Source: an optimization exercise on an open RTL-to-GDS flow (aim: small area). Production flows keep margins and buffers that such runs may drop. Where RTL was checked, it was by simulation tests only, not by an equivalence proof against the original.

the previous run:
// Sobel
module Sobel
#(
    parameter IMAGE_W   =   128  ,
    parameter IMAGE_H   =   480  ,
    parameter IMAGE_DW  =   8
)
(
    input                           InVideoClk  ,
    input                           InVideoVs   ,
    input                           InVideoDe   ,
    input   [IMAGE_DW -1 :0]        InVideoData ,
    output                          OutVideoVs  ,
    output                          OutVideoDe  ,
    output  [IMAGE_DW -1 :0]        OutVideoData
);
For scale: roughly 21 I/O pins.
make LEC_CHECK=0 CAP_MARGIN=20 CORE_MARGIN=2 CORE_UTILIZATION=60 CTS_BUF_LIST=sky130_fd_sc_hd__clkbuf_8 CTS_CLUSTER_DIAMETER=50 CTS_CLUSTER_SIZE=20 SLEW_MARGIN=20 finish   # period 8.0 ns
run.sh (not shown) runs the stock make flow with config.mk's settings and CLKGATE_MAP_FILE= SYNTH_SCRIPT=/design/flow/synth_recipe.tcl, a recipe that flattens the netlist after the stock synthesis.
The previous run had finished all stages when the layout checks came back failing, citing setup timing.
## Diff of input files: the current run against the previous run
diff --git a/flow/design.v b/flow/design.v
--- a/flow/design.v
+++ b/flow/design.v
@@ -465,59 +465,23 @@
 wire Ge239 = ~Diff231[7];
 wire [6:0] Rem240 = Ge239 ? Diff231[6:0] : Part229[6:0];
 wire [5:0] Root241 = {rS5_Root,Ge239};
 wire [3:0] Rad242 = rS5_Rad[3:0];
 wire [8:0] Part243 = {Rem240,Rad242[3:2]};
 wire [7:0] Trial244 = {Root241,2'b01};
-wire [8:0] Diff245;
-assign Diff245[0] = Part243[0] ^ ~Trial244[0] ^ 1'b1;
-wire bc246 = (Part243[0] & ~Trial244[0]) | (1'b1 & (Part243[0] ^ ~Trial244[0]));
-assign Diff245[1] = Part243[1] ^ ~Trial244[1] ^ bc246;
-wire bc247 = (Part243[1] & ~Trial244[1]) | (bc246 & (Part243[1] ^ ~Trial244[1]));
-assign Diff245[2] = Part243[2] ^ ~Trial244[2] ^ bc247;
-wire bc248 = (Part243[2] & ~Trial244[2]) | (bc247 & (Part243[2] ^ ~Trial244[2]));
-assign Diff245[3] = Part243[3] ^ ~Trial244[3] ^ bc248;
-wire bc249 = (Part243[3] & ~Trial244[3]) | (bc248 & (Part243[3] ^ ~Trial244[3]));
-assign Diff245[4] = Part243[4] ^ ~Trial244[4] ^ bc249;
-wire bc250 = (Part243[4] & ~Trial244[4]) | (bc249 & (Part243[4] ^ ~Trial244[4]));
-assign Diff245[5] = Part243[5] ^ ~Trial244[5] ^ bc250;
-wire bc251 = (Part243[5] & ~Trial244[5]) | (bc250 & (Part243[5] ^ ~Trial244[5]));
-assign Diff245[6] = Part243[6] ^ ~Trial244[6] ^ bc251;
-wire bc252 = (Part243[6] & ~Trial244[6]) | (bc251 & (Part243[6] ^ ~Trial244[6]));
-assign Diff245[7] = Part243[7] ^ ~Trial244[7] ^ bc252;
-wire bc253 = (Part243[7] & ~Trial244[7]) | (bc252 & (Part243[7] ^ ~Trial244[7]));
-assign Diff245[8] = Part243[8] ^ 1'b1 ^ bc253;
-wire Ge254 = ~Diff245[8];
-wire [7:0] Rem255 = Ge254 ? Diff245[7:0] : Part243[7:0];
-wire [6:0] Root256 = {Root241,Ge254};
-wire [1:0] Rad257 = Rad242[1:0];
-wire [9:0] Part258 = {Rem255,Rad257[1:0]};
-wire [8:0] Trial259 = {Root256,2'b01};
-wire [9:0] Diff260;
-assign Diff260[0] = Part258[0] ^ ~Trial259[0] ^ 1'b1;
-wire bc261 = (Part258[0] & ~Trial259[0]) | (1'b1 & (Part258[0] ^ ~Trial259[0]));
-assign Diff260[1] = Part258[1] ^ ~Trial259[1] ^ bc261;
-wire bc262 = (Part258[1] & ~Trial259[1]) | (bc261 & (Part258[1] ^ ~Trial259[1]));
-assign Diff260[2] = Part258[2] ^ ~Trial259[2] ^ bc262;
-wire bc263 = (Part258[2] & ~Trial259[2]) | (bc262 & (Part258[2] ^ ~Trial259[2]));
-assign Diff260[3] = Part258[3] ^ ~Trial259[3] ^ bc263;
-wire bc264 = (Part258[3] & ~Trial259[3]) | (bc263 & (Part258[3] ^ ~Trial259[3]));
-assign Diff260[4] = Part258[4] ^ ~Trial259[4] ^ bc264;
-wire bc265 = (Part258[4] & ~Trial259[4]) | (bc264 & (Part258[4] ^ ~Trial259[4]));
-assign Diff260[5] = Part258[5] ^ ~Trial259[5] ^ bc265;
-wire bc266 = (Part258[5] & ~Trial259[5]) | (bc265 & (Part258[5] ^ ~Trial259[5]));
-assign Diff260[6] = Part258[6] ^ ~Trial259[6] ^ bc266;
-wire bc267 = (Part258[6] & ~Trial259[6]) | (bc266 & (Part258[6] ^ ~Trial259[6]));
-assign Diff260[7] = Part258[7] ^ ~Trial259[7] ^ bc267;
-wire bc268 = (Part258[7] & ~Trial259[7]) | (bc267 & (Part258[7] ^ ~Trial259[7]));
-assign Diff260[8] = Part258[8] ^ ~Trial259[8] ^ bc268;
-wire bc269 = (Part258[8] & ~Trial259[8]) | (bc268 & (Part258[8] ^ ~Trial259[8]));
-assign Diff260[9] = Part258[9] ^ 1'b1 ^ bc269;
-wire Ge270 = ~Diff260[9];
-wire [7:0] Root271 = {Root256,Ge270};
-assign OutData = rS5_Sat ? 8'hff : Root271;
+wire [8:0] Diff245 = Part243 - {1'b0,Trial244};
+wire Ge246 = ~Diff245[8];
+wire [7:0] Rem247 = Ge246 ? Diff245[7:0] : Part243[7:0];
+wire [6:0] Root248 = {Root241,Ge246};
+wire [1:0] Rad249 = Rad242[1:0];
+wire [9:0] Part250 = {Rem247,Rad249[1:0]};
+wire [8:0] Trial251 = {Root248,2'b01};
+wire [9:0] Diff252 = Part250 - {1'b0,Trial251};
+wire Ge253 = ~Diff252[9];
+wire [7:0] Root254 = {Root248,Ge253};
+assign OutData = rS5_Sat ? 8'hff : Root254;
 endmodule
 module Sobel
 #(
     parameter IMAGE_W   =   128  ,
     parameter IMAGE_H   =   480  ,
     parameter IMAGE_DW  =   8
The core box area was comparable across the current run and the previous run. Cell with the largest stage delay on the worst path: fa_2 -> the previous run, or4_1 -> the current run. Relative to the previous run, total length of routed met3 wires decreased by 10% in the current run. Diff the previous run..the current run | combined global-route utilization of all metal layers | negligible. Going from the previous run to the current run, share of cell area taken by flip-flops and latches shrinks by 0.31 points. From the logs: the current run reached the end of the flow and failed the layout checks with setup timing. Between the current run and the previous run, the difference in utilization is negligible. Going from the previous run to the current run, routed wire length up 1.4 mm, fmax up 6.9 MHz, netlist area before placement now sits higher. Comparing the current run against the previous run, there is no change at all in final max-slew violation count.
No functional check of the RTL was part of any run of this note.

* * *

The RTL this note starts from:
==> flow/design.v <==
module PluseDection(
    input   clk     ,
    input   in_sig  ,
    output  pos_sig
);
reg in_sig_r;
always @(posedge clk)
    in_sig_r <= in_sig;
assign pos_sig = in_sig & ~in_sig_r;
endmodule
module LineBuf
#(
    parameter       IMAGE_W         =   128
)
(
    input  wire                         InClk            ,
    input  wire                         InEn             ,
    input  wire [7:0]                   InData           ,
    output wire [7:0]                   OutData
);
reg             [8*IMAGE_W-1:0]         rShift               ;
always@(posedge InClk)
begin
    if(InEn)
        rShift<={rShift[8*IMAGE_W-9:0],InData};
end
assign OutData=rShift[8*IMAGE_W-1 -:8];
endmodule
module Matrix
#(
    parameter       IMAGE_W         =   128
)
(
    input  wire                         InClk       ,
    input  wire                         InClr       ,
    input  wire                         InDe        ,
    input  wire [7:0]                   InData      ,
    output wire [7:0]                   OutP2       ,    
    output wire [7:0]                   OutP1       ,    
    output wire [7:0]                   OutP0       ,    
    output reg  [9:0]                   OutV2       ,    
    output reg  signed [8:0]            OutH1       ,    
    output reg  signed [8:0]            OutH2       ,    
    output reg                          OutDe            
);
reg                             rRowOk      ;    
reg             [9:0]           rV1         ;
wire            [7:0]           BufLine1    ;
wire            [7:0]           BufLine2    ;
always@(posedge InClk)
begin
    if(InClr)
        rRowOk<=1'b0;
    else if(OutDe&&!InDe)
        rRowOk<=1'b1;
end
assign OutP0 = InDe           ? InData   : 8'd0;
assign OutP1 = (InDe&&rRowOk) ? BufLine1 : 8'd0;
assign OutP2 = (InDe&&rRowOk) ? BufLine2 : 8'd0;
LineBuf #(.IMAGE_W(IMAGE_W)) u0_LineBuf
(
    .InClk      (InClk      ),
    .InEn       (InDe       ),
    .InData     (InData     ),
    .OutData    (BufLine1   )
);
LineBuf #(.IMAGE_W(IMAGE_W)) u1_LineBuf
(
    .InClk      (InClk      ),
    .InEn       (InDe       ),
    .InData     (OutP1      ),
    .OutData    (BufLine2   )
);
wire [9:0]          V = {2'b00,OutP2} + {1'b0,OutP1,1'b0} + {2'b00,OutP0};
wire signed [8:0]   SP2 = {1'b0,OutP2};
wire signed [8:0]   SP0 = {1'b0,OutP0};
wire signed [8:0]   H = SP2 - SP0;
always@(posedge InClk)
begin
    rV1   <= V;
    OutV2 <= rV1;
    OutH1 <= H;
    OutH2 <= OutH1;
    OutDe <= InDe;
end
endmodule
module CalCore
(
    input                       InClk       ,
    input       [7:0]           InP2        ,
    input       [7:0]           InP1        ,
    input       [7:0]           InP0        ,
    input       [9:0]           InV2        ,
    input  signed [8:0]         InH1        ,
    input  signed [8:0]         InH2        ,
    output reg  [7:0]           OutAbsX     ,
    output reg  [7:0]           OutAbsY     ,
    output reg                  OutSat
);
wire signed [11:0]  P2 = {4'd0,InP2};
wire signed [11:0]  P1x2 = {3'd0,InP1,1'b0};
wire signed [11:0]  P0 = {4'd0,InP0};
wire signed [11:0]  V2 = {2'd0,InV2};
wire signed [11:0]  H2 = {{3{InH2[8]}},InH2};
wire signed [11:0]  H1x2 = {{2{InH1[8]}},InH1,1'b0};
wire signed [11:0]  XPart = P2 + P1x2 - V2;
wire signed [11:0]  YPart = H2 + H1x2 + P2;
wire signed [11:0]  Gx = XPart + P0;
wire signed [11:0]  Gy = YPart - P0;
wire        [9:0]   Ax = Gx[9:0] ^ {10{Gx[11]}};
wire        [9:0]   Ay = Gy[9:0] ^ {10{Gy[11]}};
always@(posedge InClk)
begin
    OutAbsX <= Ax[7:0];
    OutAbsY <= Ay[7:0];
    OutSat  <= |{Ax[9:8],Ay[9:8]};
end
endmodule
module SquareRoot
#(
    parameter   SPLIT   =   4
)
(
    input                       InClk       ,
    input       [7:0]           InAbsX      ,
    input       [7:0]           InAbsY      ,
    input                       InSat       ,
    output      [7:0]           OutData
);
function [15:0] Square;
    input [7:0] x;
    integer i;
    begin
        Square = 16'd0;
        for(i=0;i<8;i=i+1)
            Square[2*i] = x[i];
    end
endfunction
function [15:0] Cross;
    input [7:0] x;
    input integer i;
    begin
        Cross = ({8'd0,x} >> (i+1)) & {16{x[i]}};
        Cross = Cross << (2*i+2);
    end
endfunction
wire    [16:0]      Sum = Square(InAbsX) + Square(InAbsY)
                        + Cross(InAbsX,0) + Cross(InAbsX,1) + Cross(InAbsX,2) + Cross(InAbsX,3)
                        + Cross(InAbsX,4) + Cross(InAbsX,5) + Cross(InAbsX,6)
                        + Cross(InAbsY,0) + Cross(InAbsY,1) + Cross(InAbsY,2) + Cross(InAbsY,3)
                        + Cross(InAbsY,4) + Cross(InAbsY,5) + Cross(InAbsY,6);
reg     [15:0]      rSum            ;
reg                 rSumSat         ;
always@(posedge InClk)
begin
    rSum    <= Sum[15:0];
    rSumSat <= InSat | Sum[16];
end
wire    [15:0]      Rad     [0:8]   ;
wire    [8:0]       Rem     [0:8]   ;
wire    [7:0]       Root    [0:8]   ;
wire                SatS    [0:8]   ;
reg     [15:0]      rRad            ;
reg     [8:0]       rRem            ;
reg     [7:0]       rRoot           ;
reg                 rSat            ;
assign Rad[0]  = rSum;
assign Rem[0]  = 9'd0;
assign Root[0] = 8'd0;
assign SatS[0] = rSumSat;
genvar k;
generate
for(k=0;k<8;k=k+1)
begin: g_step
    wire    [15:0]  RadIn  ;
    wire    [8:0]   RemIn  ;
    wire    [7:0]   RootIn ;
    wire            SatIn  ;
    if(k==SPLIT)
    begin: g_reg
        always@(posedge InClk)
        begin
            rRad  <= Rad[k];
            rRem  <= Rem[k];
            rRoot <= Root[k];
            rSat  <= SatS[k];
        end
        assign RadIn  = rRad;
        assign RemIn  = rRem;
        assign RootIn = rRoot;
        assign SatIn  = rSat;
    end
    else
    begin: g_wire
        assign RadIn  = Rad[k];
        assign RemIn  = Rem[k];
        assign RootIn = Root[k];
        assign SatIn  = SatS[k];
    end
    wire    [k+2:0] Part  = {RemIn[k:0],RadIn[15:14]};
    wire    [k+1:0] Trial = {RootIn[k:0],2'b01};
    wire    [k+2:0] Diff  = Part - {1'b0,Trial};
    wire            Ge    = ~Diff[k+2];
    assign Rad[k+1]  = {RadIn[13:0],2'b00};
    assign Root[k+1] = {RootIn[6:0],Ge};
    assign SatS[k+1] = SatIn;
    if(k<7)
    begin: g_rem
        wire [k+1:0] RemNext = Ge ? Diff[k+1:0] : Part[k+1:0];
        assign Rem[k+1] = {{(7-k){1'b0}},RemNext};
    end
    else
    begin: g_last
        assign Rem[k+1] = 9'd0;
    end
end
endgenerate
assign OutData = SatS[8] ? 8'hff : Root[8];
endmodule
module Sobel
#(
    parameter IMAGE_W   =   128  ,
    parameter IMAGE_H   =   480  ,
    parameter IMAGE_DW  =   8
)
(
    input                           InVideoClk  ,
    input                           InVideoVs   ,
    input                           InVideoDe   ,
    input   [IMAGE_DW -1 :0]        InVideoData ,
    output                          OutVideoVs  ,
    output                          OutVideoDe  ,
    output  [IMAGE_DW -1 :0]        OutVideoData
);
wire                PosVs       ;
wire    [7:0]       P2          ;
wire    [7:0]       P1          ;
wire    [7:0]       P0          ;
wire    [9:0]       V2          ;
wire signed [8:0]   H1          ;
wire signed [8:0]   H2          ;
wire                De1         ;
wire    [7:0]       AbsX        ;
wire    [7:0]       AbsY        ;
wire                Sat         ;
reg     [1:0]       rDe         ;
PluseDection PluseDection
(
    .clk        (InVideoClk ),
    .in_sig     (InVideoVs  ),
    .pos_sig    (PosVs      )
);
Matrix #(.IMAGE_W(IMAGE_W)) u_Matrix
(
    .InClk      (InVideoClk ),
    .InClr      (PosVs      ),
    .InDe       (InVideoDe  ),
    .InData     (InVideoData),
    .OutP2      (P2         ),
    .OutP1      (P1         ),
    .OutP0      (P0         ),
    .OutV2      (V2         ),
    .OutH1      (H1         ),
    .OutH2      (H2         ),
    .OutDe      (De1        )
);
CalCore u_CalCore
(
    .InClk      (InVideoClk ),
    .InP2       (P2         ),
    .InP1       (P1         ),
    .InP0       (P0         ),
    .InV2       (V2         ),
    .InH1       (H1         ),
    .InH2       (H2         ),
    .OutAbsX    (AbsX       ),
    .OutAbsY    (AbsY       ),
    .OutSat     (Sat        )
);
SquareRoot u_SquareRoot
(
    .InClk      (InVideoClk ),
    .InAbsX     (AbsX       ),
    .InAbsY     (AbsY       ),
    .InSat      (Sat        ),
    .OutData    (OutVideoData)
);
always@(posedge InVideoClk)
begin
    rDe <= {rDe[0],De1};
end
assign OutVideoVs = InVideoVs;
assign OutVideoDe = rDe[1];
endmodule
clock: 8.0 ns
lec_check: 0
cap_margin: 20
core_margin: 2
core_utilization: 40
slew_margin: 20
The first run produced a layout that fails on setup timing.
Change:
--- a/flow/design.v
+++ b/flow/design.v
@@ -115,13 +115,14 @@
     OutAbsY <= Ay[7:0];
     OutSat  <= |{Ax[9:8],Ay[9:8]};
 end
 endmodule
 module SquareRoot
 #(
-    parameter   SPLIT   =   4
+    parameter   SPLIT1  =   1   ,
+    parameter   SPLIT2  =   5
 )
 (
     input                       InClk       ,
     input       [7:0]           InAbsX      ,
     input       [7:0]           InAbsY      ,
     input                       InSat       ,
@@ -146,41 +147,34 @@
 endfunction
 wire    [16:0]      Sum = Square(InAbsX) + Square(InAbsY)
                         + Cross(InAbsX,0) + Cross(InAbsX,1) + Cross(InAbsX,2) + Cross(InAbsX,3)
                         + Cross(InAbsX,4) + Cross(InAbsX,5) + Cross(InAbsX,6)
                         + Cross(InAbsY,0) + Cross(InAbsY,1) + Cross(InAbsY,2) + Cross(InAbsY,3)
                         + Cross(InAbsY,4) + Cross(InAbsY,5) + Cross(InAbsY,6);
-reg     [15:0]      rSum            ;
-reg                 rSumSat         ;
-always@(posedge InClk)
-begin
-    rSum    <= Sum[15:0];
-    rSumSat <= InSat | Sum[16];
-end
 wire    [15:0]      Rad     [0:8]   ;
 wire    [8:0]       Rem     [0:8]   ;
 wire    [7:0]       Root    [0:8]   ;
 wire                SatS    [0:8]   ;
-reg     [15:0]      rRad            ;
-reg     [8:0]       rRem            ;
-reg     [7:0]       rRoot           ;
-reg                 rSat            ;
-assign Rad[0]  = rSum;
+assign Rad[0]  = Sum[15:0];
 assign Rem[0]  = 9'd0;
 assign Root[0] = 8'd0;
-assign SatS[0] = rSumSat;
+assign SatS[0] = InSat | Sum[16];
 genvar k;
 generate
 for(k=0;k<8;k=k+1)
 begin: g_step
     wire    [15:0]  RadIn  ;
     wire    [8:0]   RemIn  ;
     wire    [7:0]   RootIn ;
     wire            SatIn  ;
-    if(k==SPLIT)
+    if(k==SPLIT1||k==SPLIT2)
     begin: g_reg
+        reg     [15:0]      rRad    ;
+        reg     [8:0]       rRem    ;
+        reg     [7:0]       rRoot   ;
+        reg                 rSat    ;
         always@(posedge InClk)
         begin
             rRad  <= Rad[k];
             rRem  <= Rem[k];
             rRoot <= Root[k];
             rSat  <= SatS[k];
Result: This time the run ran to the end with no violations; setup slack is better by 1.3 ns; routed wire length goes down by 2.6%; die area barely changes; maximum frequency rises by 17%; utilization fell by 0.42 points; design area decreases by 0.80%; global-route usage came out lower by 0.30 points; via count is lower by 1.5%; first-iteration DRC count is lower by 5.1%; cell count drops by 1.1%; sequential cell count rose by 1; sequential share of layout area rose by 0.65 points.
Only the layout flow was run in the first run of this note; the RTL was not checked for function there.

==> static timing again, ports no longer ideal <==
No port has a modelled driver above. Below, the same layouts with a new extraction and two added sets of constraints. Step 1 (the two cells are an assumption about what drives the block):
set clk [get_ports {InVideoClk}]
set_driving_cell -lib_cell sky130_fd_sc_hd__clkbuf_16 $clk
set_driving_cell -lib_cell sky130_fd_sc_hd__buf_2 [delete_from_list [all_inputs] $clk]
Step 2, shift: input delay + t, output delay - t, t = (earliest + latest rising clock arrival at the registers) / 2. This alone moves slack from input paths to output paths. Three values: ideal, step 1, step 2; two values: the first two.
run | t, ns | slack for setup (ns) | worst setup path after step 2 | worst register clock-pin slew, ns | worst data-port slew with drivers (ns)
the previous run | 0.907 | -0.544 / -0.608 / 0.245 | input to register | 0.11 / 0.11 | 0.12
the current run | 0.893 | -0.071 / -0.135 / 0.638 | input to register | 0.11 / 0.11 | 0.16
the first run of note 2 | 0.864 | -0.922 / -0.998 / -0.134 | register to output | 0.07 / 0.07 | 0.12
the second run of note 2 | 0.868 | 0.350 / 0.277 / 0.935 | register to register | 0.07 / 0.07 | 0.08
